From an optimization exercise on the open Yosys and OpenROAD flow, aimed at small area and a short achievable clock period; shortcuts taken in it are not production practice. In this exercise RTL edits were held to simulation tests only and were not proved equivalent to the original. Power is estimated from default activity; no workload was simulated.

## rev 12
## PPU_gen2
module PPU_gen2
(
    input wire[1:0] debug_in,
    input wire clk_in,				 
    input wire rst_in,				 
    input wire[2:0] ri_sel_in,		 
    input wire ri_ncs_in,			 
    input wire ri_r_nw_in,			 
    input wire[7:0] ri_d_in,		 
    input wire[7:0] vram_d_in,		 
    output wire[2:0] debug_out,
	output reg vde,
    output reg hsync_out,			 
    output reg vsync_out,			 
    output wire[1:0] r_out,          
    output wire[1:0] g_out,          
    output wire[1:0] b_out,          
    output wire[7:0] ri_d_out,       
    output wire nvbl_out,			 
    output wire[13:0] vram_a_out,	 
    output reg[7:0] vram_d_out,		 
    output reg vram_wr_out			 
);
make LEC_CHECK=0 CAP_MARGIN=20 CORE_MARGIN=2 CORE_UTILIZATION=40 CTS_BUF_LIST=sky130_fd_sc_hd__clkbuf_8 CTS_CLUSTER_DIAMETER=60 CTS_CLUSTER_SIZE=16 SETUP_SLACK_MARGIN=5 SLEW_MARGIN=20 finish   # period 10.0 ns
run.sh (not shown) runs the stock make flow with config.mk's settings and CLKGATE_MAP_FILE= SYNTH_SCRIPT=/design/flow/synth_recipe.tcl, a recipe that flattens the netlist after the stock synthesis.
Here is what was changed in the inputs of rev 13 compared with rev 12.
--- a/flow/design.v
+++ b/flow/design.v
@@ -934,59 +934,45 @@
         (spr_bit_high[7] | spr_bit_low[7]) ? {spr_pal1[7], spr_pal0[7], spr_bit_high[7], spr_bit_low[7]} : 4'h0;
     assign spr_priority = (!(ri_spr_enable & debug_in[1]) || (ri_spr_clip_enable & clip_area)) ? 1'b0 : 
         (spr_bit_high[0] | spr_bit_low[0]) ? spr_prio[0] : 
         (spr_bit_high[1] | spr_bit_low[1]) ? spr_prio[1] : 
         (spr_bit_high[2] | spr_bit_low[2]) ? spr_prio[2] : 
         (spr_bit_high[3] | spr_bit_low[3]) ? spr_prio[3] : 
         (spr_bit_high[4] | spr_bit_low[4]) ? spr_prio[4] : 
         (spr_bit_high[5] | spr_bit_low[5]) ? spr_prio[5] : 
         (spr_bit_high[6] | spr_bit_low[6]) ? spr_prio[6] : 
         (spr_bit_high[7] | spr_bit_low[7]) ? spr_prio[7] : 1'b0;
     assign spr_primary = (!(ri_spr_enable & debug_in[1]) || (ri_spr_clip_enable & clip_area)) ? 1'b0 : 
         (spr_bit_high[0] | spr_bit_low[0]) ? spr_primary_exists : 1'b0;
-    wire[191:0] palette_ram;   
+    reg[5:0] palette_ram [31:0];   
     reg[4:0] pram_a_hold;    
     wire[5:0] pram_q;
     wire[4:0] pram_a;    
     wire[4:0] pram_address;  
     reg pram_cpu_r;
     always @(posedge clk_in or posedge rst_in)
     begin
         if(rst_in)
             pram_cpu_r <= 1'b1;
         else
             pram_cpu_r <= vblank_nx | ~(ri_spr_enable_nx | ri_bg_enable_nx);
     end
     assign pram_a = pram_cpu_r ? ((vram_a_out[4:0] & 5'h03) ? (vram_a_out[4:0]) : (vram_a_out[4:0] & 5'h0f)) : (pram_address);
     always @(posedge clk_in)
+    begin
         pram_a_hold <= pram_a;
-    genvar gp;
-    generate
-        for(gp = 0; gp < 32; gp = gp + 1)
-        begin : g_pal
-            if((gp >= 16) && (gp % 4 == 0))
-            begin : g_none
-                assign palette_ram[gp * 6 +: 6] = 6'h00;
-            end
-            else
-            begin : g_entry
-                reg[5:0] entry;
-                always @(posedge clk_in)
-                    if(ri_pram_wr && (pram_a == gp))
-                        entry <= ri_d_in[5:0];     
-                assign palette_ram[gp * 6 +: 6] = entry;
-            end
-        end
-    endgenerate
-    assign pram_q = palette_ram[pram_a_hold * 6 +: 6];
+        if(ri_pram_wr && !(pram_a[4] && pram_a[1:0] == 2'b00))
+            palette_ram[pram_a] <= ri_d_in[5:0];     
+    end
+    assign pram_q = (pram_a_hold[4] && pram_a_hold[1:0] == 2'b00) ? 6'h00 : palette_ram[pram_a_hold];
     assign ri_pram_q = {2'b00, pram_q};
     reg[5:0] rgb_reg;
     reg[5:0] rgb_buf;
     reg spr0_hit;
     wire spr_foreground;
     wire spr_trans;
     wire bg_trans;
     assign spr_foreground  = ~spr_priority;
     assign spr_trans       = ~(|spr_palette_index[1:0]);
     assign bg_trans        = ~(|bg_palette_index[1:0]);
     assign ri_spr0_hit = spr0_hit;
     always @(posedge clk_in or posedge rst_in)
Results
Rev 13 went all the way through the flow, and no timing, DRC or antenna check failed. Rev 12 → rev 13: fmax shrank by about 1%; setup slack now smaller; adder-cell share of the synthesized area barely changed; number of buffers outside the clock class in the layout went down. Rev 13 vs rev 12: switching share of power down in rev 13. Area fraction in compound gates after synthesis of rev 13 is on par with rev 12. Rev 13 vs. rev 12: slew at the pin closest to its max-slew limit went down by 0.066 ns. The final reports for rev 13 and rev 12 show insertion delay to the later sink of the worst-skew pair higher in the former. Utilization delta (rev 12 -> rev 13): insignificant. Higher number of cells on the critical path was reported by rev 13, not rev 12. The final-layout clock buffer total reported for rev 13 is smaller than that of rev 12 by 1.2%. The power share of the clock group in rev 13 sits 0.4 points below the value recorded for rev 12. Relative to rev 12, the clock-cell share of area of rev 13 is lower by 0.33 points.

## what the ideal ports hide
In the flow no input, the clock included, has a driving cell. The finished layouts below were timed again as built, in two steps. Step 1 sets driving cells, clkbuf_16 on the clock port and buf_2 on the other inputs (assumed; they add their load-dependent delay and slew). Step 2 adds t to the input delays and takes it off the output delays; t is the mean of the earliest and latest rising clock arrival at the registers after step 1. Input paths then give back, and output paths get back, about the clock's delay inside the block. Three values: ideal, step 1, step 2; two values: the first two.
run	t, ns	slack for setup (ns)	hold slack, ns	clock arrival spread, ns	worst slew at a driven data input, ns
rev 12	1.153	5.065 / 4.762 / 4.162	0.364 / 0.364 / 0.364	0.137 / 0.137	0.34
rev 13	1.139	5.016 / 4.979 / 4.170	0.314 / 0.314 / 0.314	0.220 / 0.221	0.06
After both steps setup and hold are still met in every run listed. The setup slack of rev 12, which loses most, moves by -0.303 ns with the drivers and by -0.903 ns with both steps.
